Source: an optimization exercise on an open RTL-to-GDS flow (aim: small area). Production flows keep margins and buffers that such runs may drop. In this exercise RTL edits were held to simulation tests only and were not proved equivalent to the original. Power and IR drop assume default switching activity.

==> 04-23 <==
==> flow/design.v <==
package pkg_UART;    
    typedef struct packed {
        logic [29 : 0]  zero;
        logic           new_rx;
        logic           send;
    } control_UART_r;
    typedef struct packed {
        logic [23 : 0]  zero;
        logic [7  : 0]  data;
    } data_UART_r;
endpackage
module top_module_UART (
    input  logic        clk_10MHz,
    input  logic        rst,
    input  logic        wr_pi,
    input  logic        reg_sel_pi,
    input  logic        addr_pi,
    input  logic [31:0] input_pi,
    output logic [31:0] output_po,
    input  logic        rx,
    output logic        tx
);
    localparam logic [4:0] T_START = 5'b10110, T_SB = 5'b10111,
                           T_B0 = 5'b11000, T_B7 = 5'b11111,
                           T_Q1 = 5'b00101, T_Q2 = 5'b00110, T_Q3 = 5'b00111,
                           N_W0 = 5'b01000, N_W1 = 5'b01001, N_W2 = 5'b01010, N_W3 = 5'b01011,
                           N_R0 = 5'b01100, N_R1 = 5'b01101, N_R2 = 5'b01110, N_R3 = 5'b01111;
    logic [4:0]  ts;
    logic [10:0] tcnt;
    logic        ttick;
    logic [7:0]  tbuf;
    logic [7:0]  pos;
    logic [6:0]  rcnt;
    logic        rtick;
    logic [7:0]  rsh;
    logic [31:0] ctrl;
    logic [7:0]  dr0, dr1;
    localparam int TXT = 1041;   
    localparam int RXT = 65;     
    assign ttick = (tcnt == 11'd0);
    assign rtick = (rcnt == 7'd0);
    always_ff @(posedge clk_10MHz) begin
        if (!rst)       tcnt <= 11'(TXT);
        else if (ttick) tcnt <= 11'(TXT - 1);
        else            tcnt <= tcnt - 11'd1;
    end
    always_ff @(posedge clk_10MHz) begin
        if (!rst)       rcnt <= 7'(RXT);
        else if (rtick) rcnt <= 7'(RXT - 1);
        else            rcnt <= rcnt - 7'd1;
    end
    always_ff @(posedge clk_10MHz) begin
        if (!rst) ts <= N_W0;
        else begin
            if (ts[4]) begin
                if (ttick) ts <= (ts == T_B7) ? T_Q1 : ts + 5'd1;
            end else if (!ts[3]) begin
                ts <= ts + 5'd1;                           
            end else begin
                if (ttick && ts == N_R3) ts <= T_START;
                else begin
                    ts[2] <= ts[2] | ttick;
                    case (ts[1:0])
                        2'd0:    ts[1:0] <= {1'b0, ctrl[0]};
                        2'd1:    ts[1:0] <= 2'd2;
                        default: ts[1:0] <= 2'd3;
                    endcase
                end
            end
        end
    end
    always_ff @(posedge clk_10MHz) begin
        if (ts == N_W1 || ts == N_R1) tbuf <= dr0;
    end
    always_comb begin
        if (ts[4:3] == 2'b11) tx = tbuf[ts[2:0]];
        else                  tx = (ts != T_SB);
    end
    always_ff @(posedge clk_10MHz) begin
        if (!rst) pos <= 8'd255;
        else if (pos == 8'd152 || pos == 8'd153) pos <= pos + 8'd1;
        else if (pos == 8'd154) pos <= 8'd255;
        else if (rtick) begin
            if (pos == 8'd255 || pos < 8'd8) pos <= rx ? 8'd255 : pos + 8'd1;
            else                            pos <= pos + 8'd1;
        end
    end
    always_ff @(posedge clk_10MHz) begin
        if (rtick && pos >= 8'd8 && pos <= 8'd135 && pos[3:0] == 4'd7)
            rsh <= {rx, rsh[7:1]};
    end
    always_ff @(posedge clk_10MHz) begin
        if (!rst) ctrl <= '0;
        else if (wr_pi && !reg_sel_pi) ctrl <= input_pi;
        else if (ts == T_Q3) ctrl[0] <= 1'b0;
        else if (pos == 8'd154) ctrl[1] <= 1'b1;
    end
    always_ff @(posedge clk_10MHz) begin
        if (!rst) dr0 <= '0;
        else if (wr_pi && reg_sel_pi) dr0 <= input_pi[7:0];
    end
    always_ff @(posedge clk_10MHz) begin
        if (!rst) dr1 <= '0;
        else if (pos == 8'd153) dr1 <= rsh;
    end
    assign output_po = reg_sel_pi ? {24'd0, addr_pi ? dr1 : dr0} : ctrl;
endmodule
==> flow/flow/run.sh <==
#!/bin/bash
# The standard ORFS layout, with buf_1 port buffers and no CTS dummy loads.
set -euo pipefail
export BUFFER_PORTS_ARGS="-buffer_cell sky130_fd_sc_hd__buf_1"
export CTS_ARGS="-sink_clustering_enable -repair_clock_nets -dont_use_dummy_load"
export RECOVER_POWER=100
bash standard.sh > standard_make.log 2>&1
==> flow/standard.sh <==
#!/bin/bash
# synth_recipe.tcl (not shown) runs the flow's synth.tcl, then flattens the netlist and writes it again
# the make line also repeats each setting of config.mk as NAME=value (left out here)
make -C /OpenROAD-flow-scripts/flow DESIGN_CONFIG=/design/flow/config.mk WORK_HOME=/design/flow/orfs CLKGATE_MAP_FILE= SYNTH_SCRIPT=/design/flow/synth_recipe.tcl "${@:-finish}"
==> flow/config.mk <==
export PLATFORM = sky130hd
export DESIGN_NAME = top_module_UART
export DESIGN_NICKNAME = top_module_UART
export VERILOG_FILES = /design/flow/design.v
export SDC_FILE = /design/flow/constraint.sdc
export NUM_CORES = 4
export LEC_CHECK = 0
export CAP_MARGIN = 20
export CORE_MARGIN = 2
export CORE_UTILIZATION = 40
export SLEW_MARGIN = 20
==> flow/constraint.sdc <==
create_clock -name core_clock -period 20.0 [get_ports {clk_10MHz}]
set_input_delay 4.0000 -clock core_clock [delete_from_list [all_inputs] [get_ports {clk_10MHz}]]
set_output_delay 4.0000 -clock core_clock [all_outputs]
set_load 0.01 [all_outputs]
==> inputs of 01-20, as changes to 04-23 <==
==> flow/run.sh (new file) <==
#!/bin/bash
# synth_recipe.tcl (not shown) runs the flow's synth.tcl, then flattens the netlist and writes it again
# the make line also repeats each setting of config.mk as NAME=value (left out here)
make -C /OpenROAD-flow-scripts/flow DESIGN_CONFIG=/design/flow/config.mk WORK_HOME=/design/flow/orfs CLKGATE_MAP_FILE= SYNTH_SCRIPT=/design/flow/synth_recipe.tcl finish
removed: flow/flow/run.sh
removed: flow/standard.sh
==> comparison <==
04-23 completed and failed the layout checks on max-capacitance violations, max-slew violations. 01-20 completed with no timing, DRC or antenna violations. Between 04-23 and 01-20, the lower clock power is in 04-23 (gap about 30%, measured against 01-20). Against 01-20, the wire length of 04-23 is smaller by 5.8%. Of 04-23 and 01-20, 01-20 has the higher worst setup slack (gap 0.21 ns). Combinational power: 01-20 is higher than 04-23 (about 18%). In 01-20 the clock skew is higher than in 04-23, by 0.0040 ns. Against 01-20, the utilization of 04-23 is lower by 5.5 points. Between 01-20 and 04-23, the lower first-iteration DRC count is in 01-20 (gap 4.9%, measured against 04-23). Sequential cell count is the same in 04-23 and 01-20. In 04-23 the global-route usage is lower than in 01-20, by 1.1 points. In 01-20 the via count is smaller than in 04-23, by 0.55%.
==> figures <==
                                                                                                    04-23        01-20
Slowest cell delay on critical path                                                               1.42 ns      0.77 ns
Non-Clock Buffer Area Fraction                                                                     0.0591        0.136
Minimum clock period                                                                              9.90 ns      9.70 ns
Number of vias per cell                                                                              5.16         5.08
Relative contribution of sequential cells to total power                                            0.594        0.523
Total chip power                                                                                   362 µW       412 µW
Switching power                                                                                   95.7 µW       106 µW
DPL Wire Length                                                                                   6460 µm      6890 µm
Non-Filler Instances                                                                                  674          681
Post-route core utilization                                                                         0.457        0.512
Outcome                                                                        complete, but fails checks  no timing/DRC/antenna violations
Violated checks                                           max-capacitance violations, max-slew violations            -
Sw Ratio                                                                                            0.265        0.259
Peak supply drop                                                                                  39.1 µV      40.3 µV
Total internal power                                                                               266 µW       305 µW
Number of max-capacitance violations reported                                                           2            0
Lkg Pwr                                                                                           1.79 nW      2.04 nW
Power per unit of standard cell area                                                          75.9 nW/µm²  77.2 nW/µm²
Cell area after placement                                                                        4680 µm²     5110 µm²
Total combinational power                                                                         48.5 µW      57.0 µW
First-pass GRT wire length                                                                      15,300 µm    16,500 µm
Dpl ws                                                                                           10.82 ns     10.31 ns
M1 WL                                                                                             4280 µm      4660 µm

re-timing with driven ports:
How much do the figures lean on ideal ports? The routed layouts below were timed once more, with nothing changed but the port constraints.
Step 1 assumes that a clkbuf_16 drives the clock port and a buf_2 every other input.
Step 2 also shifts input and output timing later by t, the mid clock arrival at the registers, as if the neighbouring blocks saw the same clock.
a / b / c = no drivers / after step 1 / after step 2; a / b = the first two.
run | shift t [ns] | setup WS [ns] | worst setup path after step 2 | slew at the worst register clock pin (ns) | cell pins on the clock port's net
04-23 | 0.385 | 10.098 / 10.058 / 10.058 | input to output | 0.09 / 0.09 | 1
01-20 | 0.376 | 10.304 / 10.279 / 10.279 | input to output | 0.10 / 0.10 | 1
The setup slack of 04-23, which loses most, moves by -0.040 ns with the drivers and by -0.040 ns with both steps.
